What follows belongs to an exercise in optimizing a design on an open flow for small area; a production flow would make more cautious choices.
In this exercise RTL edits were held to simulation tests only and were not proved equivalent to the original.
Power is estimated from default activity; no workload was simulated.

==> flow/design.v <==
module sdm_dac_1st (
    input  logic        clk,
    input  logic        rst_n,
    input  logic        valid_in,
    input  logic [15:0] din,
    output logic        valid_out,
    output logic        dout
);
    logic [17:0] acc, y, t;
    logic [15:0] u;
    logic [16:0] z;    
    logic        s;
    assign s = acc[17];
    assign u = {~din[15], din[14:0]};
    always_comb begin
        z[0] = ~s;
        for (int i = 0; i < 16; i++) begin
            z[i+1] = z[i] & ~u[i];
            y[i]   = u[i] ^ z[i];
        end
        y[16] = s | z[16];
        y[17] = s | z[16];
    end
    dac_sum add (.acc(acc), .y(y), .t(t));
    always_ff @(posedge clk or negedge rst_n) begin
        if (!rst_n) begin
            acc       <= '0;
            valid_out <= 1'b0;
        end else begin
            valid_out <= valid_in;
            if (valid_in) acc <= t;
        end
    end
    assign dout = s;
endmodule
module dac_sum (
    input  logic [17:0] acc,
    input  logic [17:0] y,
    output logic [17:0] t
);
  logic d_s1;
  logic d_c1;
  logic d_s2;
  logic d_c2;
  logic d_s3;
  logic d_c3;
  logic d_s4;
  logic d_c4;
  logic d_s5;
  logic d_c5;
  logic d_s6;
  logic d_c6;
  logic d_s7;
  logic d_c7;
  logic d_s8;
  logic d_c8;
  logic d_s9;
  logic d_c9;
  logic d_s10;
  logic d_c10;
  logic d_s11;
  logic d_c11;
  logic d_s12;
  logic d_c12;
  logic d_s13;
  logic d_c13;
  logic d_s14;
  logic d_c14;
  logic d_s15;
  logic d_c15;
  logic d_s16;
  logic d_c16;
  logic d_s17;
  logic d_c17;
  logic d_s18;
  logic d_c18;
  assign d_s1 = acc[0] ^ y[0];
  assign d_c1 = acc[0] & y[0];
  assign t[0] = d_s1;
  assign d_s2 = acc[1] ^ y[1] ^ d_c1;
  assign d_c2 = (acc[1] & y[1]) | (acc[1] & d_c1) | (y[1] & d_c1);
  assign t[1] = d_s2;
  assign d_s3 = acc[2] ^ y[2] ^ d_c2;
  assign d_c3 = (acc[2] & y[2]) | (acc[2] & d_c2) | (y[2] & d_c2);
  assign t[2] = d_s3;
  assign d_s4 = acc[3] ^ y[3] ^ d_c3;
  assign d_c4 = (acc[3] & y[3]) | (acc[3] & d_c3) | (y[3] & d_c3);
  assign t[3] = d_s4;
  assign d_s5 = acc[4] ^ y[4] ^ d_c4;
  assign d_c5 = (acc[4] & y[4]) | (acc[4] & d_c4) | (y[4] & d_c4);
  assign t[4] = d_s5;
  assign d_s6 = acc[5] ^ y[5] ^ d_c5;
  assign d_c6 = (acc[5] & y[5]) | (acc[5] & d_c5) | (y[5] & d_c5);
  assign t[5] = d_s6;
  assign d_s7 = acc[6] ^ y[6] ^ d_c6;
  assign d_c7 = (acc[6] & y[6]) | (acc[6] & d_c6) | (y[6] & d_c6);
  assign t[6] = d_s7;
  assign d_s8 = acc[7] ^ y[7] ^ d_c7;
  assign d_c8 = (acc[7] & y[7]) | (acc[7] & d_c7) | (y[7] & d_c7);
  assign t[7] = d_s8;
  assign d_s9 = acc[8] ^ y[8] ^ d_c8;
  assign d_c9 = (acc[8] & y[8]) | (acc[8] & d_c8) | (y[8] & d_c8);
  assign t[8] = d_s9;
  assign d_s10 = acc[9] ^ y[9] ^ d_c9;
  assign d_c10 = (acc[9] & y[9]) | (acc[9] & d_c9) | (y[9] & d_c9);
  assign t[9] = d_s10;
  assign d_s11 = acc[10] ^ y[10] ^ d_c10;
  assign d_c11 = (acc[10] & y[10]) | (acc[10] & d_c10) | (y[10] & d_c10);
  assign t[10] = d_s11;
  assign d_s12 = acc[11] ^ y[11] ^ d_c11;
  assign d_c12 = (acc[11] & y[11]) | (acc[11] & d_c11) | (y[11] & d_c11);
  assign t[11] = d_s12;
  assign d_s13 = acc[12] ^ y[12] ^ d_c12;
  assign d_c13 = (acc[12] & y[12]) | (acc[12] & d_c12) | (y[12] & d_c12);
  assign t[12] = d_s13;
  assign d_s14 = acc[13] ^ y[13] ^ d_c13;
  assign d_c14 = (acc[13] & y[13]) | (acc[13] & d_c13) | (y[13] & d_c13);
  assign t[13] = d_s14;
  assign d_s15 = acc[14] ^ y[14] ^ d_c14;
  assign d_c15 = (acc[14] & y[14]) | (acc[14] & d_c14) | (y[14] & d_c14);
  assign t[14] = d_s15;
  assign d_s16 = acc[15] ^ y[15] ^ d_c15;
  assign d_c16 = (acc[15] & y[15]) | (acc[15] & d_c15) | (y[15] & d_c15);
  assign t[15] = d_s16;
  assign d_s17 = acc[16] ^ y[16] ^ d_c16;
  assign d_c17 = (acc[16] & y[16]) | (acc[16] & d_c16) | (y[16] & d_c16);
  assign t[16] = d_s17;
  assign d_s18 = acc[17] ^ y[17] ^ d_c17;
  assign d_c18 = (acc[17] & y[17]) | (acc[17] & d_c17) | (y[17] & d_c17);
  assign t[17] = d_s18;
endmodule
module comb_decimator (
    input  logic       clk,
    input  logic       rst_n,
    input  logic       valid_in,
    input  logic       din,
    output logic       take,       
    output logic [4:0] blk         
);
    logic [3:0] cnt, cnt_n;
    logic [4:0] blk_n;
    assign take = valid_in & (cnt == 4'd15);
    inc4 ic (.x(cnt), .ci(1'b1), .y(cnt_n));
    inc5 ib (.x(blk), .ci(din), .y(blk_n));
    always_ff @(posedge clk or negedge rst_n) begin
        if (!rst_n) begin
            cnt <= 4'd0;
            blk <= 5'b11000;   
        end else if (valid_in) begin
            cnt <= cnt_n;
            if (take) blk <= {4'b1100, din};
            else      blk <= blk_n;
        end
    end
endmodule
module inc5 (
    input  logic [4:0] x,
    input  logic ci,
    output logic [4:0] y
);
  logic inc5_s1;
  logic inc5_c1;
  logic inc5_s2;
  logic inc5_c2;
  logic inc5_s3;
  logic inc5_c3;
  logic inc5_s4;
  logic inc5_c4;
  assign inc5_s1 = x[0] ^ ci;
  assign inc5_c1 = x[0] & ci;
  assign y[0] = inc5_s1;
  assign inc5_s2 = x[1] ^ inc5_c1;
  assign inc5_c2 = x[1] & inc5_c1;
  assign y[1] = inc5_s2;
  assign inc5_s3 = x[2] ^ inc5_c2;
  assign inc5_c3 = x[2] & inc5_c2;
  assign y[2] = inc5_s3;
  assign inc5_s4 = x[3] ^ inc5_c3;
  assign inc5_c4 = x[3] & inc5_c3;
  assign y[3] = inc5_s4;
  assign y[4] = (x[4] ^ inc5_c4);
endmodule
module fir_decimator (
    input  logic               clk,
    input  logic               rst_n,
    input  logic               take,
    input  logic [4:0]         blk,
    output logic               valid_out,
    output logic signed [15:0] data_out
);
    localparam logic [1:0] IDLE = 2'd0, WAIT = 2'd1, RUN = 2'd2;
    logic [4:0]  hold;       
    logic [3:0]  wp;         
    logic        wrapped;    
    logic        v1, v2;     
    logic [1:0]  cnt4;       
    logic [3:0]  ph;         
    logic        clr;        
    logic        opp;        
    logic [1:0]  st;         
    logic [79:0] ring;       
    logic [31:0] acc;
    logic [3:0]  n, ph_n, wp_n;
    logic [1:0]  cnt4_n;
    inc4 iph (.x(ph), .ci(1'b1), .y(ph_n));
    inc4 iwp (.x(wp), .ci(1'b1), .y(wp_n));
    inc2 ic4 (.x(cnt4), .ci(1'b1), .y(cnt4_n));
    logic        op_a, op_b, op_c, use_ring, en, load, f;
    logic [3:0]  s, k, kc;
    logic [4:0]  o;
    assign n      = {wp[3:2], 2'b11};
    sub4 skc (.x(n), .y(ph), .d(kc));
    assign op_a   = v2 & (cnt4 == 2'd2);
    assign op_b   = opp & (ph == wp);
    assign op_c   = (st == RUN) & (kc != 4'd1) & (kc != 4'd2) & (kc != 4'd3) & (kc != 4'd13);
    assign use_ring = op_c;
    assign en     = op_a | op_b | op_c;
    assign s      = use_ring ? ph : wp;
    sub4 sk (.x(n), .y(s), .d(k));
    assign o      = use_ring ? ring[4:0] : hold;
    assign f      = (s == 4'd1) & ~wrapped;
    assign load   = clr | (v2 & (cnt4 == 2'd3));
    always_ff @(posedge clk or negedge rst_n) begin
        if (!rst_n) begin
            hold    <= '0;
            wp      <= '0;
            wrapped <= 1'b0;
            v1      <= 1'b0;
            v2      <= 1'b0;
            cnt4    <= '0;
            ph      <= '0;
            clr     <= 1'b1;
            opp     <= 1'b0;
            st      <= WAIT;
        end else begin
            ph <= ph_n;
            if (ph == 4'd15) clr <= 1'b0;
            v1 <= take;
            v2 <= v1;
            if (v2) cnt4 <= cnt4_n;
            if (take) begin
                hold <= blk;
                wp   <= wp_n;
                if (wp == 4'd15) wrapped <= 1'b1;
                opp  <= (wp[1:0] == 2'd0) | (wp[1:0] == 2'd1);
            end else if (op_b) begin
                opp <= 1'b0;
            end
            if (v2 & (cnt4 == 2'd3))          st <= WAIT;
            else if (st == WAIT && ph == 4'd15) st <= RUN;
            else if (st == RUN && ph == 4'd15)  st <= IDLE;
        end
    end
    always_ff @(posedge clk) begin
        ring[74:0]  <= ring[79:5];
        ring[79:75] <= clr ? 5'd0 : (ph == wp) ? hold : ring[4:0];
    end
    logic signed [15:0] c;
    always_comb begin
        if (!en) c = 16'sd0;
        else case (k)
            4'd0:  c = -16'sd119;
            4'd1:  c = 16'sd197;
            4'd2:  c = 16'sd692;
            4'd3:  c = 16'sd0;
            4'd4:  c = -16'sd2613;
            4'd5:  c = -16'sd2855;
            4'd6:  c = 16'sd5177;
            4'd7:  c = 16'sd18681;
            4'd8:  c = 16'sd25580;
            4'd9:  c = 16'sd18681;
            4'd10: c = 16'sd5177;
            4'd11: c = -16'sd2855;
            4'd12: c = -16'sd2613;
            4'd13: c = 16'sd0;
            4'd14: c = 16'sd692;
            default: c = 16'sd197;
        endcase
    end
    logic [2:0] d1;
    logic       neg0, two0, one0, neg1, two1, one1, neg3, one3;
    logic [16:0] m0, m1, t0, t1;
    logic [15:0] m3, t3;
    assign d1   = o[4:2] + {2'b00, o[1]};
    assign neg0 = en & o[1];
    assign two0 = o[1] & ~o[0];
    assign one0 = o[0];
    assign neg1 = en & d1[2];
    assign two1 = (d1 == 3'd2) | (d1 == 3'b110);
    assign one1 = d1[0];
    always_comb begin
        if (f) begin
            one3 = ~o[4];
            neg3 = en & ~o[4];
        end else begin
            one3 = (~o[4] & (o != 5'd0)) | (o == 5'b11000);
            neg3 = en & ~o[4] & (o != 5'd0);
        end
    end
    assign m0 = two0 ? {c, 1'b0} : one0 ? {c[15], c} : 17'd0;
    assign m1 = two1 ? {c, 1'b0} : one1 ? {c[15], c} : 17'd0;
    assign m3 = one3 ? c : 16'd0;
    assign t0 = m0 ^ {17{neg0}};
    assign t1 = m1 ^ {17{neg1}};
    assign t3 = m3 ^ {16{neg3}};
    logic [16:0] a0, a1;
    logic [15:0] a3;
    logic [31:0] sum, kload;
    assign a0 = {en & ~t0[16], t0[15:0]};
    assign a1 = {en & ~t1[16], t1[15:0]};
    assign a3 = {en & ~t3[15], t3[14:0]};
    fir_sum add (.acc(acc), .a3(a3), .a0(a0), .a1(a1), .neg0(neg0), .neg1(neg1), .neg3(neg3), .sum(sum));
    localparam logic [31:0] KBASE = 32'd0 - 32'd15 * (32'h10000000 + 32'h40000000 + 32'h00008000);
    assign kload = KBASE + (wrapped ? 32'd0 : (wp[3] ^ wp[2]) ? 32'd5177 * 2048 : 32'd692 * 2048);
    always_ff @(posedge clk) begin
        if (load) acc[15:0] <= kload[15:0];
        else      acc[15:0] <= sum[15:0];
    end
    always_ff @(posedge clk or negedge rst_n) begin
        if (!rst_n)    acc[31:16] <= '0;
        else if (load) acc[31:16] <= kload[31:16];
        else           acc[31:16] <= sum[31:16];
    end
    assign valid_out = (cnt4 == 2'd3);
    assign data_out  = acc[31:16];
endmodule
module fir_sum (
    input  logic [31:0] acc,
    input  logic [15:0] a3,
    input  logic [16:0] a0,
    input  logic [16:0] a1,
    input  logic neg0,
    input  logic neg1,
    input  logic neg3,
    output logic [31:0] sum
);
  logic e_s1;
  logic e_c1;
  logic e_s2;
  logic e_c2;
  logic e_s3;
  logic e_c3;
  logic e_s4;
  logic e_c4;
  logic e_s5;
  logic e_c5;
  logic e_s6;
  logic e_c6;
  logic e_s7;
  logic e_c7;
  logic e_s8;
  logic e_c8;
  logic e_s9;
  logic e_c9;
  logic e_s10;
  logic e_c10;
  logic e_s11;
  logic e_c11;
  logic e_s12;
  logic e_c12;
  logic e_s13;
  logic e_c13;
  logic e_s14;
  logic e_c14;
  logic e_s15;
  logic e_c15;
  logic e_s16;
  logic e_c16;
  logic e_s17;
  logic e_c17;
  logic e_s18;
  logic e_c18;
  logic e_s19;
  logic e_c19;
  logic e_s20;
  logic e_c20;
  logic e_s21;
  logic e_c21;
  logic e_s22;
  logic e_c22;
  logic e_s23;
  logic e_c23;
  logic e_s24;
  logic e_c24;
  logic e_s25;
  logic e_c25;
  logic e_s26;
  logic e_c26;
  logic e_s27;
  logic e_c27;
  logic e_s28;
  logic e_c28;
  logic e_s29;
  logic e_c29;
  logic e_s30;
  logic e_c30;
  logic e_s31;
  logic e_c31;
  logic e_s32;
  logic e_c32;
  logic e_s33;
  logic e_c33;
  logic e_s34;
  logic e_c34;
  logic e_s35;
  logic e_c35;
  logic e_s36;
  logic e_c36;
  logic e_s37;
  logic e_c37;
  logic e_s38;
  logic e_c38;
  logic e_s39;
  logic e_c39;
  logic e_s40;
  logic e_c40;
  logic e_s41;
  logic e_c41;
  logic e_s42;
  logic e_c42;
  logic e_s43;
  logic e_c43;
  logic e_s44;
  logic e_c44;
  logic e_s45;
  logic e_c45;
  logic e_s46;
  logic e_c46;
  logic e_s47;
  logic e_c47;
  logic e_s48;
  logic e_c48;
  logic e_s49;
  logic e_c49;
  logic e_s50;
  logic e_c50;
  logic e_s51;
  logic e_c51;
  logic e_s52;
  logic e_c52;
  logic e_s53;
  logic e_c53;
  logic e_s54;
  logic e_c54;
  logic e_s55;
  logic e_c55;
  logic e_s56;
  logic e_c56;
  logic e_s57;
  logic e_c57;
  logic e_s58;
  logic e_c58;
  logic e_s59;
  logic e_c59;
  logic e_s60;
  logic e_c60;
  logic e_s61;
  logic e_c61;
  logic e_s62;
  logic e_c62;
  logic e_s63;
  logic e_c63;
  logic e_s64;
  logic e_c64;
  logic e_s65;
  logic e_c65;
  logic e_s66;
  logic e_c66;
  assign e_s1 = acc[0] ^ a3[0] ^ neg3;
  assign e_c1 = (acc[0] & a3[0]) | (acc[0] & neg3) | (a3[0] & neg3);
  assign sum[0] = e_s1;
  assign e_s2 = acc[1] ^ a3[1] ^ e_c1;
  assign e_c2 = (acc[1] & a3[1]) | (acc[1] & e_c1) | (a3[1] & e_c1);
  assign sum[1] = e_s2;
  assign e_s3 = acc[2] ^ a3[2] ^ e_c2;
  assign e_c3 = (acc[2] & a3[2]) | (acc[2] & e_c2) | (a3[2] & e_c2);
  assign sum[2] = e_s3;
  assign e_s4 = acc[3] ^ a3[3] ^ e_c3;
  assign e_c4 = (acc[3] & a3[3]) | (acc[3] & e_c3) | (a3[3] & e_c3);
  assign sum[3] = e_s4;
  assign e_s5 = acc[4] ^ a3[4] ^ e_c4;
  assign e_c5 = (acc[4] & a3[4]) | (acc[4] & e_c4) | (a3[4] & e_c4);
  assign sum[4] = e_s5;
  assign e_s6 = acc[5] ^ a3[5] ^ e_c5;
  assign e_c6 = (acc[5] & a3[5]) | (acc[5] & e_c5) | (a3[5] & e_c5);
  assign sum[5] = e_s6;
  assign e_s7 = acc[6] ^ a3[6] ^ e_c6;
  assign e_c7 = (acc[6] & a3[6]) | (acc[6] & e_c6) | (a3[6] & e_c6);
  assign sum[6] = e_s7;
  assign e_s8 = acc[7] ^ a3[7] ^ e_c7;
  assign e_c8 = (acc[7] & a3[7]) | (acc[7] & e_c7) | (a3[7] & e_c7);
  assign sum[7] = e_s8;
  assign e_s9 = acc[8] ^ a3[8] ^ e_c8;
  assign e_c9 = (acc[8] & a3[8]) | (acc[8] & e_c8) | (a3[8] & e_c8);
  assign sum[8] = e_s9;
  assign e_s10 = acc[9] ^ a3[9] ^ e_c9;
  assign e_c10 = (acc[9] & a3[9]) | (acc[9] & e_c9) | (a3[9] & e_c9);
  assign sum[9] = e_s10;
  assign e_s11 = acc[10] ^ a3[10] ^ e_c10;
  assign e_c11 = (acc[10] & a3[10]) | (acc[10] & e_c10) | (a3[10] & e_c10);
  assign sum[10] = e_s11;
  assign e_s12 = acc[11] ^ a3[11] ^ e_c11;
  assign e_c12 = (acc[11] & a3[11]) | (acc[11] & e_c11) | (a3[11] & e_c11);
  assign sum[11] = e_s12;
  assign e_s13 = acc[12] ^ a3[12] ^ a0[0];
  assign e_c13 = (acc[12] & a3[12]) | (acc[12] & a0[0]) | (a3[12] & a0[0]);
  assign e_s14 = neg0 ^ e_c12 ^ e_s13;
  assign e_c14 = (neg0 & e_c12) | (neg0 & e_s13) | (e_c12 & e_s13);
  assign sum[12] = e_s14;
  assign e_s15 = acc[13] ^ a3[13] ^ a0[1];
  assign e_c15 = (acc[13] & a3[13]) | (acc[13] & a0[1]) | (a3[13] & a0[1]);
  assign e_s16 = e_c13 ^ e_c14 ^ e_s15;
  assign e_c16 = (e_c13 & e_c14) | (e_c13 & e_s15) | (e_c14 & e_s15);
  assign sum[13] = e_s16;
  assign e_s17 = acc[14] ^ a3[14] ^ a0[2];
  assign e_c17 = (acc[14] & a3[14]) | (acc[14] & a0[2]) | (a3[14] & a0[2]);
  assign e_s18 = a1[0] ^ neg1 ^ e_c15;
  assign e_c18 = (a1[0] & neg1) | (a1[0] & e_c15) | (neg1 & e_c15);
  assign e_s19 = e_c16 ^ e_s17 ^ e_s18;
  assign e_c19 = (e_c16 & e_s17) | (e_c16 & e_s18) | (e_s17 & e_s18);
  assign sum[14] = e_s19;
  assign e_s20 = acc[15] ^ a3[15] ^ a0[3];
  assign e_c20 = (acc[15] & a3[15]) | (acc[15] & a0[3]) | (a3[15] & a0[3]);
  assign e_s21 = a1[1] ^ e_c17 ^ e_c18;
  assign e_c21 = (a1[1] & e_c17) | (a1[1] & e_c18) | (e_c17 & e_c18);
  assign e_s22 = e_c19 ^ e_s20 ^ e_s21;
  assign e_c22 = (e_c19 & e_s20) | (e_c19 & e_s21) | (e_s20 & e_s21);
  assign sum[15] = e_s22;
  assign e_s23 = acc[16] ^ a0[4] ^ a1[2];
  assign e_c23 = (acc[16] & a0[4]) | (acc[16] & a1[2]) | (a0[4] & a1[2]);
  assign e_s24 = e_c20 ^ e_c21 ^ e_c22;
  assign e_c24 = (e_c20 & e_c21) | (e_c20 & e_c22) | (e_c21 & e_c22);
  assign e_s25 = e_s23 ^ e_s24;
  assign e_c25 = e_s23 & e_s24;
  assign sum[16] = e_s25;
  assign e_s26 = acc[17] ^ a0[5] ^ a1[3];
  assign e_c26 = (acc[17] & a0[5]) | (acc[17] & a1[3]) | (a0[5] & a1[3]);
  assign e_s27 = e_c23 ^ e_c24 ^ e_c25;
  assign e_c27 = (e_c23 & e_c24) | (e_c23 & e_c25) | (e_c24 & e_c25);
  assign e_s28 = e_s26 ^ e_s27;
  assign e_c28 = e_s26 & e_s27;
  assign sum[17] = e_s28;
  assign e_s29 = acc[18] ^ a0[6] ^ a1[4];
  assign e_c29 = (acc[18] & a0[6]) | (acc[18] & a1[4]) | (a0[6] & a1[4]);
  assign e_s30 = e_c26 ^ e_c27 ^ e_c28;
  assign e_c30 = (e_c26 & e_c27) | (e_c26 & e_c28) | (e_c27 & e_c28);
  assign e_s31 = e_s29 ^ e_s30;
  assign e_c31 = e_s29 & e_s30;
  assign sum[18] = e_s31;
  assign e_s32 = acc[19] ^ a0[7] ^ a1[5];
  assign e_c32 = (acc[19] & a0[7]) | (acc[19] & a1[5]) | (a0[7] & a1[5]);
  assign e_s33 = e_c29 ^ e_c30 ^ e_c31;
  assign e_c33 = (e_c29 & e_c30) | (e_c29 & e_c31) | (e_c30 & e_c31);
  assign e_s34 = e_s32 ^ e_s33;
  assign e_c34 = e_s32 & e_s33;
  assign sum[19] = e_s34;
  assign e_s35 = acc[20] ^ a0[8] ^ a1[6];
  assign e_c35 = (acc[20] & a0[8]) | (acc[20] & a1[6]) | (a0[8] & a1[6]);
  assign e_s36 = e_c32 ^ e_c33 ^ e_c34;
  assign e_c36 = (e_c32 & e_c33) | (e_c32 & e_c34) | (e_c33 & e_c34);
  assign e_s37 = e_s35 ^ e_s36;
  assign e_c37 = e_s35 & e_s36;
  assign sum[20] = e_s37;
  assign e_s38 = acc[21] ^ a0[9] ^ a1[7];
  assign e_c38 = (acc[21] & a0[9]) | (acc[21] & a1[7]) | (a0[9] & a1[7]);
  assign e_s39 = e_c35 ^ e_c36 ^ e_c37;
  assign e_c39 = (e_c35 & e_c36) | (e_c35 & e_c37) | (e_c36 & e_c37);
  assign e_s40 = e_s38 ^ e_s39;
  assign e_c40 = e_s38 & e_s39;
  assign sum[21] = e_s40;
  assign e_s41 = acc[22] ^ a0[10] ^ a1[8];
  assign e_c41 = (acc[22] & a0[10]) | (acc[22] & a1[8]) | (a0[10] & a1[8]);
  assign e_s42 = e_c38 ^ e_c39 ^ e_c40;
  assign e_c42 = (e_c38 & e_c39) | (e_c38 & e_c40) | (e_c39 & e_c40);
  assign e_s43 = e_s41 ^ e_s42;
  assign e_c43 = e_s41 & e_s42;
  assign sum[22] = e_s43;
  assign e_s44 = acc[23] ^ a0[11] ^ a1[9];
  assign e_c44 = (acc[23] & a0[11]) | (acc[23] & a1[9]) | (a0[11] & a1[9]);
  assign e_s45 = e_c41 ^ e_c42 ^ e_c43;
  assign e_c45 = (e_c41 & e_c42) | (e_c41 & e_c43) | (e_c42 & e_c43);
  assign e_s46 = e_s44 ^ e_s45;
  assign e_c46 = e_s44 & e_s45;
  assign sum[23] = e_s46;
  assign e_s47 = acc[24] ^ a0[12] ^ a1[10];
  assign e_c47 = (acc[24] & a0[12]) | (acc[24] & a1[10]) | (a0[12] & a1[10]);
  assign e_s48 = e_c44 ^ e_c45 ^ e_c46;
  assign e_c48 = (e_c44 & e_c45) | (e_c44 & e_c46) | (e_c45 & e_c46);
  assign e_s49 = e_s47 ^ e_s48;
  assign e_c49 = e_s47 & e_s48;
  assign sum[24] = e_s49;
  assign e_s50 = acc[25] ^ a0[13] ^ a1[11];
  assign e_c50 = (acc[25] & a0[13]) | (acc[25] & a1[11]) | (a0[13] & a1[11]);
  assign e_s51 = e_c47 ^ e_c48 ^ e_c49;
  assign e_c51 = (e_c47 & e_c48) | (e_c47 & e_c49) | (e_c48 & e_c49);
  assign e_s52 = e_s50 ^ e_s51;
  assign e_c52 = e_s50 & e_s51;
  assign sum[25] = e_s52;
  assign e_s53 = acc[26] ^ a0[14] ^ a1[12];
  assign e_c53 = (acc[26] & a0[14]) | (acc[26] & a1[12]) | (a0[14] & a1[12]);
  assign e_s54 = e_c50 ^ e_c51 ^ e_c52;
  assign e_c54 = (e_c50 & e_c51) | (e_c50 & e_c52) | (e_c51 & e_c52);
  assign e_s55 = e_s53 ^ e_s54;
  assign e_c55 = e_s53 & e_s54;
  assign sum[26] = e_s55;
  assign e_s56 = acc[27] ^ a0[15] ^ a1[13];
  assign e_c56 = (acc[27] & a0[15]) | (acc[27] & a1[13]) | (a0[15] & a1[13]);
  assign e_s57 = e_c53 ^ e_c54 ^ e_c55;
  assign e_c57 = (e_c53 & e_c54) | (e_c53 & e_c55) | (e_c54 & e_c55);
  assign e_s58 = e_s56 ^ e_s57;
  assign e_c58 = e_s56 & e_s57;
  assign sum[27] = e_s58;
  assign e_s59 = acc[28] ^ a0[16] ^ a1[14];
  assign e_c59 = (acc[28] & a0[16]) | (acc[28] & a1[14]) | (a0[16] & a1[14]);
  assign e_s60 = e_c56 ^ e_c57 ^ e_c58;
  assign e_c60 = (e_c56 & e_c57) | (e_c56 & e_c58) | (e_c57 & e_c58);
  assign e_s61 = e_s59 ^ e_s60;
  assign e_c61 = e_s59 & e_s60;
  assign sum[28] = e_s61;
  assign e_s62 = acc[29] ^ a1[15] ^ e_c59;
  assign e_c62 = (acc[29] & a1[15]) | (acc[29] & e_c59) | (a1[15] & e_c59);
  assign e_s63 = e_c60 ^ e_c61 ^ e_s62;
  assign e_c63 = (e_c60 & e_c61) | (e_c60 & e_s62) | (e_c61 & e_s62);
  assign sum[29] = e_s63;
  assign e_s64 = acc[30] ^ a1[16] ^ e_c62;
  assign e_c64 = (acc[30] & a1[16]) | (acc[30] & e_c62) | (a1[16] & e_c62);
  assign e_s65 = e_c63 ^ e_s64;
  assign e_c65 = e_c63 & e_s64;
  assign sum[30] = e_s65;
  assign e_s66 = acc[31] ^ e_c64 ^ e_c65;
  assign e_c66 = (acc[31] & e_c64) | (acc[31] & e_c65) | (e_c64 & e_c65);
  assign sum[31] = e_s66;
endmodule
module inc4 (
    input  logic [3:0] x,
    input  logic ci,
    output logic [3:0] y
);
  logic inc4_s1;
  logic inc4_c1;
  logic inc4_s2;
  logic inc4_c2;
  logic inc4_s3;
  logic inc4_c3;
  assign inc4_s1 = x[0] ^ ci;
  assign inc4_c1 = x[0] & ci;
  assign y[0] = inc4_s1;
  assign inc4_s2 = x[1] ^ inc4_c1;
  assign inc4_c2 = x[1] & inc4_c1;
  assign y[1] = inc4_s2;
  assign inc4_s3 = x[2] ^ inc4_c2;
  assign inc4_c3 = x[2] & inc4_c2;
  assign y[2] = inc4_s3;
  assign y[3] = (x[3] ^ inc4_c3);
endmodule
module inc2 (
    input  logic [1:0] x,
    input  logic ci,
    output logic [1:0] y
);
  logic inc2_s1;
  logic inc2_c1;
  assign inc2_s1 = x[0] ^ ci;
  assign inc2_c1 = x[0] & ci;
  assign y[0] = inc2_s1;
  assign y[1] = (x[1] ^ inc2_c1);
endmodule
module sub4 (
    input  logic [3:0] x,
    input  logic [3:0] y,
    output logic [3:0] d
);
  logic sb_s1;
  logic sb_c1;
  logic sb_s2;
  logic sb_c2;
  logic sb_s3;
  logic sb_c3;
  logic sb_s4;
  logic sb_c4;
  assign sb_s1 = x[0] ^ ~y[0] ^ 1'b1;
  assign sb_c1 = (x[0] & ~y[0]) | (x[0] & 1'b1) | (~y[0] & 1'b1);
  assign d[0] = sb_s1;
  assign sb_s2 = x[1] ^ ~y[1] ^ sb_c1;
  assign sb_c2 = (x[1] & ~y[1]) | (x[1] & sb_c1) | (~y[1] & sb_c1);
  assign d[1] = sb_s2;
  assign sb_s3 = x[2] ^ ~y[2] ^ sb_c2;
  assign sb_c3 = (x[2] & ~y[2]) | (x[2] & sb_c2) | (~y[2] & sb_c2);
  assign d[2] = sb_s3;
  assign sb_s4 = x[3] ^ ~y[3] ^ sb_c3;
  assign sb_c4 = (x[3] & ~y[3]) | (x[3] & sb_c3) | (~y[3] & sb_c3);
  assign d[3] = sb_s4;
endmodule
module sdm_adc_art (
    input  logic               clk,
    input  logic               rst_n,
    input  logic               valid_in,
    input  logic               din,
    output logic               valid_out,
    output logic signed [15:0] dout
);
    logic       take;
    logic [4:0] blk;
    comb_decimator inst1 (
        .clk(clk), .rst_n(rst_n), .valid_in(valid_in), .din(din),
        .take(take), .blk(blk)
    );
    fir_decimator inst2 (
        .clk(clk), .rst_n(rst_n), .take(take), .blk(blk),
        .valid_out(valid_out), .data_out(dout)
    );
endmodule
module top (
    input  logic              		clk,
    input  logic              		rst_n,
    input  logic              		valid_in_dac,    
    input  logic signed [15 : 0]    audio_in,        
    input  logic              		valid_in_adc,    
    input  logic              		sdm_in,          
    output logic              		valid_out_dac,
    output logic              		sdm_out,
    output logic              		valid_out_adc,
    output logic signed [15 : 0]    audio_out
);
  logic valid_out_dac_int;
  logic sdm_out_int;
  logic valid_out_adc_int;
  logic signed [15 : 0] audio_out_int;
  sdm_dac_1st dac_1st_order (
      .clk       (clk),
      .rst_n     (rst_n),
      .valid_in  (valid_in_dac),
      .din       (audio_in),
      .valid_out (valid_out_dac_int),
      .dout      (sdm_out_int)
  );
  assign valid_out_dac = valid_out_dac_int;
  assign sdm_out       = sdm_out_int;
  assign valid_out_adc = valid_out_adc_int;
  assign audio_out     = audio_out_int;
  sdm_adc_art adc_art (
      .clk       (clk),
      .rst_n     (rst_n),
      .valid_in  (valid_in_adc),
      .din       (sdm_in),
      .valid_out (valid_out_adc_int),
      .dout      (audio_out_int)
  );
endmodule
==> flow/run.sh <==
#!/bin/bash
# synth_recipe.tcl (not shown) runs the flow's synth.tcl, then flattens the netlist and writes it again
# the make line also repeats each setting of config.mk as NAME=value (left out here)
make -C /OpenROAD-flow-scripts/flow DESIGN_CONFIG=/design/flow/config.mk WORK_HOME=/design/flow/orfs CLKGATE_MAP_FILE= SYNTH_SCRIPT=/design/flow/synth_recipe.tcl finish
==> flow/config.mk <==
export PLATFORM = sky130hd
export DESIGN_NAME = top
export DESIGN_NICKNAME = top
export VERILOG_FILES = /design/flow/design.v
export SDC_FILE = /design/flow/constraint.sdc
export NUM_CORES = 4
export LEC_CHECK = 0
export CAP_MARGIN = 20
export CORE_MARGIN = 2
export CORE_UTILIZATION = 40
export CTS_BUF_LIST = sky130_fd_sc_hd__clkbuf_8
export SLEW_MARGIN = 20
==> flow/constraint.sdc <==
create_clock -name core_clock -period 20.0 [get_ports {clk}]
set_input_delay 4.0000 -clock core_clock [delete_from_list [all_inputs] [get_ports {clk}]]
set_output_delay 4.0000 -clock core_clock [all_outputs]
set_load 0.01 [all_outputs]
==> results.py, run 1 <==
metrics = {
    "drt": {
        "antenna_left": 0,
        "wire_per_inst_um": 15.5,
        "drc": 0,
        "viasPerCell": 4.96,
        "drt_pass1_iterations": 5,
        "vias": 5795,
        "drt-total-wl_um": 18200,
        "detail_route.iter0.violations": 411,
    },
    "setup_path": {
        "worstPathArrival_ns": 19.39,
        "cp-startpoint": "adc_art.inst2.ph[0]",
        "crit_path_max_fanout": 11,
        "end_kind": "flip-flop",
        "cpMaxStageDelayCell": "or4_4",
        "reg2regPathDepth": 66,
        "cpMostUsedCell": "fa_1",
        "worstSetupPathType": "flip-flop to flip-flop",
        "worst_path_largest_cell_delay_ns": 0.58,
        "required_ns": 20.34,
        "ff2ff_setup_slack_ns": 0.95,
        "r2r-start": "adc_art.inst2.ph[0]",
        "crit_path_start_kind": "flip-flop",
        "reg2reg_to": "adc_art.inst2.acc[31]",
    },
    "global_routing": {
        "antenna_found_initial": 0,
        "grt.total_usage_pct": 16.3,
        "grt_start_max_net_pins": 67,
        "grt_pass1_wl_um": 30700,
        "grt_pass1_vias": 5812,
        "grt_overflow": 0,
    },
    "layout": {
        "multi_input_area_um2": 4840,
        "final_cells": 1169,
        "layout_commonest_cell": "inv_1",
        "num_antenna_cells": 0,
        "seqCellArea_um2": 3580,
        "num-fill-cells": 2150,
        "fin_nets": 1019,
        "final_cell_mix": "114 x inv_1, 96 x dfxtp_1, 68 x nand2_1",
        "layout-drive-gt1-share_pct": 9.84,
        "final_area_um2": 10100,
        "area_delta_synth_final_pct": 11.2,
    },
    "placement": {
        "hpwlAfterDp_um": 13200,
        "port-buffer-count": 39,
        "place.gp.congestion": 0.876,
        "place_inst": 1137,
        "placed_area_um2": 9660,
    },
    "min_path": {
        "whs_path_depth": 0,
        "min_from": "adc_art.inst2.ring[42]",
        "hp-class": "flip-flop to flip-flop",
        "min_to": "adc_art.inst2.ring[37]",
    },
    "yosys": {
        "synth.distinct_cells": 77,
        "seq_area_frac_synth_pct": 39.4,
        "async_reset_ff_share_pct": 40.7,
        "syn-num-nets": 995,
        "synth-seq-cells": 162,
        "mappedNetlistArea_um2": 9080,
        "synthFlopType": "dfxtp_1",
        "synth_edf_count": 0,
        "avgSynthCellArea_um2": 10.7,
        "syn_inst": 847,
        "yosysWarnings": 3,
    },
    "power": {
        "peakVddDrop_mv": 0.0794,
        "leakagePower_nw": 4.78,
        "power.density_nw_per_um2": 165,
    },
    "clock_network": {
        "clkSinkCount": 162,
        "clk_latency_ns": 0.47,
        "cts_buffers": 17,
        "h-tree-depth": 4,
        "cts_tree": "built",
        "cts_root_buf": "clkbuf_8",
        "cts_buffer_depth": 2,
        "post_cts_buffers": 0,
        "path_clk_slew_ns": 0.11,
    },
    "die": {
        "rows": 55,
        "die_w_um": 155,
        "io_pins": 40,
        "dieArea_um2": 23900,
        "fp.dieH_um": 155,
        "core-area_um2": 22400,
        "initial_utilization_pct": 40.5,
    },
    "timing": {
        "finalSetupViolCount": 0,
        "fin_tns_setup_ns": 0,
        "finalWorstPathRequiredPeriod_ns": 19.05,
        "fin_crit_sh_pct": 95.2,
        "rsz0062_at_grt": "false",
        "drv_slew": 0,
        "skew_ns": 0.0120,
        "worstMarginPinSlew_ns": 0.912,
        "relSlewSlack_pct": 37.5,
        "worst_hold_slack_ns": 0.331,
        "clock.fmax_mhz": 52.5,
        "finalHoldViolations": 0,
    },
    "job": {
        "cap_violations": 0,
    },
    "run_status": {
        "status": "no timing/DRC/antenna violations",
    },
}
## worst max path at each step
stage | endpoint | slack, ns | depth (start not counted)
after floorplan | adc_art.inst2.acc[31] | 1.69 | 66
after CTS | adc_art.inst2.acc[31] | 0.76 | 66
after detailed placement | adc_art.inst2.acc[31] | 0.83 | 66
after global placement | adc_art.inst2.acc[31] | 1.07 | 66
after global routing | adc_art.inst2.acc[31] | 0.002 | 66
final | adc_art.inst2.acc[31] | 0.95 | 66
## final cells by class
type | instances | area share [%]
Clock buffer | 17 | 2.32
Clock inverter | 15 | 2.04
Inverter | 115 | 4.27
Multi-Input combinational cell | 526 | 47.9
Sequential cell | 162 | 35.4
Tap cell | 285 | 3.53
Timing Repair Buffer | 49 | 4.53
## synthesized netlist by cell type (all sizes together), types with 2 or more instances
master   instances  area, um2
mux2i           46        502
dfxtp           96       1920
or2              5       31.3
o311a            2       20.0
nand3           12       65.1
dfstp            4        105
nand2b           9       56.3
nor2            42        158
o22ai            5       31.3
dfrtp           62       1550
a22oi            7       57.6
a32o             2       20.0
a21oi           31        163
nor2b            3       18.8
and2             8       51.3
nand4            8       50.1
clkbuf          19       71.3
nor4             5       31.3
a31oi            3       18.8
nand2           69        267
a32oi            4       35.0
buf             25        171
o31a             3       26.3
or3              3       18.8
inv            114        428
nor3            10       55.1
and3             7       43.8
ha              62        776
mux2            11        128
xnor3            2       45.0
a221oi           2       35.0
o211ai           2       15.0
fa              65       1300
nor4b            2       17.5
o21a            10       82.6
a2bb2oi          2       17.5
xnor2           25        226
o21ai           29        156
xor2            10       87.6
or4              2       18.8
## registers in the layout (all words and copies together), names as in the netlist
register / flops
adc_art.inst1.blk: 5
adc_art.inst1.cnt: 4
adc_art.inst2.acc: 32
adc_art.inst2.clr: 1
adc_art.inst2.cnt4: 2
adc_art.inst2.hold: 5
adc_art.inst2.opp: 1
adc_art.inst2.ph: 4
adc_art.inst2.ring: 80
adc_art.inst2.st: 2
adc_art.inst2.v1: 1
adc_art.inst2.v2: 1
adc_art.inst2.wp: 4
adc_art.inst2.wrapped: 1
dac_1st_order.acc: 18
dac_1st_order.valid_out: 1
## metal layers
| metal | wire, um | track usage, % | vias to the layer above | share of wire, % |
|---|---|---|---|---|
| met2 | 8340 | 25.6 | 117 | 46 |
| met1 | 8870 | 22.7 | 2818 | 49 |
| met3 | 660 | 3.03 | 25 | 3.6 |
| met4 | 291 | 5.64 | 0 | 1.6 |
| met5 | 0 | 0 | - | 0 |
| li1 | - | - | 2835 | - |
## critical path, delay by kind of cell (launching register included)
family | cells | cell delay [ns]
buf+inv | 8 | 0.68
flops | 1 | 0.45
fa+ha+maj | 45 | 14.87
mux | 1 | 0.21
xor+xnor | 2 | 0.32
simple gates | 6 | 1.66
compound gates | 4 | 0.71
## per-stage QoR
| stage | util, % | setup slack (ns) | total power (W) |
|---|---|---|---|
| 2_1_floorplan | - | 1.69 | 0.00118 |
| 3_3_place_gp | 43.1 | 1.07 | 0.00140 |
| 3_5_place_dp | 43.1 | 0.829 | 0.00141 |
| 4_1_cts | 45.0 | 0.757 | 0.00168 |
| 5_1_grt | 45.0 | 0.00219 | 0.00181 |
| 6_report | 45.0 | 0.954 | 0.00166 |
## kinds of logic (layout without fill, tap and decap cells)
kind of cell / count (synthesis) / in the layout / share of synthesized area (%)
AOI/OAI and AO/OA: 116 / 116 / 9.18
buffers and inverters: 159 / 196 / 7.43
muxes: 57 / 57 / 6.93
and+or+nand+nor: 188 / 188 / 9.99
adders and majority gates: 127 / 127 / 22.9
xor gates and xnor gates: 38 / 38 / 4.22
DFF: 162 / 162 / 39.4
## report_power, final
group          total [W]  switching [W]  leakage [nW]  internal, W
Combinational   0.000929       0.000542          2.99     0.000386
Sequential      0.000482      0.0000549          1.58     0.000427
Clock           0.000252       0.000152         0.216    0.0000994
Total            0.00166       0.000750          4.78     0.000913
## repair_timing
| action | 4_1_cts | 5_1_grt |
|---|---|---|
| gates resized for setup | 0 | 1 |
| hold buffers | 0 | 0 |
| setup endpoints to repair | 0 | 1 |
==> run 2, diff against run 1 <==
--- a/flow/config.mk
+++ b/flow/config.mk
@@ -8,5 +8,4 @@
 export CAP_MARGIN = 20
 export CORE_MARGIN = 2
 export CORE_UTILIZATION = 40
-export CTS_BUF_LIST = sky130_fd_sc_hd__clkbuf_8
 export SLEW_MARGIN = 20
==> results.py, run 2 <==
metrics = {
    "placement": {
        "hpwlAfterDp_um": 13200,
        "port-buffer-count": 39,
        "place.gp.congestion": 0.876,
    },
    "layout": {
        "fin_nets": 1019,
        "postLayoutCoreUtil_pct": 45.9,
        "final_cell_mix": "114 x inv_1, 96 x dfxtp_1, 68 x nand2_1",
        "area_delta_synth_final_pct": 13.3,
        "largest_register_ffs": 80,
        "num-fill-cells": 2113,
        "layout_commonest_cell": "inv_1",
        "top_register": "adc_art.inst2.ring",
        "num_antenna_cells": 0,
        "layout-drive-gt1-share_pct": 9.84,
        "reg_top3": "adc_art.inst2.ring x80, adc_art.inst2.acc x32, dac_1st_order.acc x18",
    },
    "timing": {
        "finalSetupViolCount": 0,
        "fin_crit_sh_pct": 95.3,
        "fin_tns_setup_ns": 0,
        "rsz0062_at_grt": "false",
        "finalWorstPathRequiredPeriod_ns": 19.05,
        "finalHoldViolations": 0,
        "clock.fmax_mhz": 52.5,
        "drv_slew": 0,
        "worstMarginPinSlew_ns": 0.926,
        "relSlewSlack_pct": 36.5,
        "skew_ns": 0.0102,
    },
    "setup_path": {
        "required_ns": 20.31,
        "crit_path_max_fanout": 11,
        "reg2regPathDepth": 66,
        "ff2ff_setup_slack_ns": 0.95,
        "end_kind": "flip-flop",
        "worstSetupPathType": "flip-flop to flip-flop",
        "r2r-start": "adc_art.inst2.ph[0]",
        "cpMaxStageDelayCell": "or4_4",
        "reg2reg_to": "adc_art.inst2.acc[31]",
        "worst_path_largest_cell_delay_ns": 0.58,
        "worstPathArrival_ns": 19.36,
        "cpMostUsedCell": "fa_1",
        "crit_path_start_kind": "flip-flop",
    },
    "drt": {
        "viasPerCell": 4.94,
        "drc": 0,
        "wire_per_inst_um": 15.7,
        "detail_route.iter0.violations": 366,
        "drt-total-wl_um": 18300,
        "vias": 5776,
        "antenna_left": 0,
        "drt_pass1_iterations": 5,
    },
    "global_routing": {
        "grt_pass1_vias": 5901,
        "grt_pass1_wl_um": 31100,
        "grt_overflow": 0,
        "grt.total_usage_pct": 16.5,
        "antenna_found_initial": 0,
        "grt_start_max_net_pins": 67,
    },
    "yosys": {
        "async_reset_ff_share_pct": 40.7,
        "syn_inst": 847,
        "synth_edf_count": 0,
        "synth_top_cell_by_area": "dfxtp_1",
        "ys_top_cells_by_count": "114 x inv_1, 96 x dfxtp_1, 68 x nand2_1",
        "synth.distinct_cells": 77,
        "mappedNetlistArea_um2": 9080,
        "synth_most_common_cell": "inv_1",
        "synthFlopType": "dfxtp_1",
        "seq_area_frac_synth_pct": 39.4,
        "syn-num-nets": 995,
        "yosysWarnings": 3,
        "yosysTopAreaCellShare_pct": 21.2,
        "ys_top_cells_by_area": "dfxtp_1 21%, dfrtp_1 17%, fa_1 14%",
        "synth-seq-cells": 162,
        "avgSynthCellArea_um2": 10.7,
    },
    "min_path": {
        "min_to": "adc_art.inst2.ring[37]",
        "min_from": "adc_art.inst2.ring[42]",
        "hp-class": "flip-flop to flip-flop",
        "whs_path_depth": 0,
    },
    "power": {
        "swShare_pct": 43.6,
        "leakagePower_nw": 4.87,
        "p_comb_share_pct": 53.2,
        "power.density_nw_per_um2": 170,
        "intPower_w": 0.000987,
        "power.share.clock_pct": 19.2,
        "p_sw_w": 0.000763,
        "p_seq_share_pct": 27.6,
        "report.power.total_w": 0.00175,
        "peakVddDrop_mv": 0.0701,
    },
    "clock_network": {
        "cts_root_buf": "clkbuf_16",
        "cts_buffers": 17,
        "postCtsHoldBufs": 0,
        "clkSinkCount": 162,
        "cts_tree": "built",
        "post_cts_buffers": 0,
        "h-tree-depth": 4,
        "path_clk_slew_ns": 0.07,
        "clk_latency_ns": 0.43,
        "cts_buffer_depth": 2,
    },
    "die": {
        "rows": 55,
        "initial_utilization_pct": 40.5,
        "io_pins": 40,
        "fp.dieH_um": 155,
        "core-area_um2": 22400,
        "die_w_um": 155,
        "dieArea_um2": 23900,
    },
    "job": {
        "cap_violations": 0,
    },
    "run_status": {
        "status": "no timing/DRC/antenna violations",
    },
}
-- run 2: cell counts after synthesis --
No cell type changed its count.
-- run 2: worst max path at each step --
stage	depth (start not counted)	from	endpoint	slack [ns]
after detailed placement	66	adc_art.inst2.ph[0]	adc_art.inst2.acc[31]	0.83
final	66	adc_art.inst2.ph[0]	adc_art.inst2.acc[31]	0.95
after global routing	66	adc_art.inst2.ph[0]	adc_art.inst2.acc[31]	0.006
after global placement	66	adc_art.inst2.ph[0]	adc_art.inst2.acc[31]	1.07
after floorplan	66	adc_art.inst2.ph[0]	adc_art.inst2.acc[31]	1.69
after CTS	66	adc_art.inst2.ph[0]	adc_art.inst2.acc[31]	0.74
-- run 2: layout make-up --
type	count	area, um2	area share [%]
inverters	115	432	4.19
multi-input cells	526	4840	47.0
clock buffers	17	425	4.13
flip-flops and latches	162	3580	34.8
clock inverters	15	206	2.01
well taps	285	357	3.46
repair buffers	49	458	4.45
-- run 2: critical path: cells and delay by family, from the launching register on --
kind | cells | cell delay, ns
buffers and inverters | 8 | 0.68
xor gates and xnor gates | 2 | 0.32
DFF | 1 | 0.44
and+or+nand+nor | 6 | 1.66
AOI/OAI and AO/OA | 4 | 0.71
adders and majority gates | 45 | 14.89
muxes | 1 | 0.22
-- run 2: per-stage QoR --
stage	worst slack, ns	hold WS [ns]	cells	area, um2
finish	0.945	0.326	1169	10300
global route	0.00587	0.331	1169	10300
CTS	0.742	0.328	1169	10300
detailed placement	0.829	0.312	1137	9660
global placement	1.07	0.310	1137	9660
floorplan	1.69	0.310	847	9080
-- run 2: cells by family (layout without fill, tap and decap cells) --
| kind of cell | Yosys count | after routing | share of synthesized area [%] |
|---|---|---|---|
| buf+inv | 159 | 196 | 7.43 |
| mux | 57 | 57 | 6.93 |
| fa+ha+maj | 127 | 127 | 22.9 |
| flops | 162 | 162 | 39.4 |
| compound gates | 116 | 116 | 9.18 |
| simple gates | 188 | 188 | 9.99 |
| xor+xnor | 38 | 38 | 4.22 |
-- run 2: metal layers --
metal | wire (um) | global-route usage, % | vias to the layer above
li1 | - | - | 2820
met1 | 8870 | 22.7 | 2795
met2 | 8340 | 26.1 | 131
met3 | 744 | 3.22 | 30
met4 | 382 | 5.95 | 0
met5 | 0 | 0 | -
-- run 2: what timing repair did --
action,4_1_cts,5_1_grt
endpoints found under the hold margin,0,0
gates resized for setup,0,1
endpoints found under the setup margin,0,1
-- run 2: power groups by stage --
stage / Sequential, W / Clock, W / Combinational (W)
2_1_floorplan: 0.000468 / 0 / 0.000713
3_3_place_gp: 0.000488 / 0 / 0.000915
3_5_place_dp: 0.000490 / 0 / 0.000921
4_1_cts: 0.000485 / 0.000346 / 0.000931
5_1_grt: 0.000495 / 0.000360 / 0.00105
6_report: 0.000483 / 0.000336 / 0.000932

-- re-timing with driven ports --
In the flow no input, the clock included, has a driving cell. The finished layouts below were timed again as built, in two steps. Step 1 (the two cells are an assumption about what drives the block):
set clk [get_ports {clk}]
set_driving_cell -lib_cell sky130_fd_sc_hd__clkbuf_16 $clk
set_driving_cell -lib_cell sky130_fd_sc_hd__buf_2 [delete_from_list [all_inputs] $clk]
Step 2, shift: input delay + t, output delay - t, t = (earliest + latest rising clock arrival at the registers) / 2. This alone moves slack from input paths to output paths. Three values: ideal, step 1, step 2; two values: the first two.
| run | t, ns | setup slack, ns | worst setup path at the end |
|---|---|---|---|
| run 1 | 0.502 | 0.954 / 0.954 / 0.954 | register to register |
| run 2 | 0.475 | 0.945 / 0.945 / 0.945 | register to register |
After both steps setup and hold are still met in every run listed.
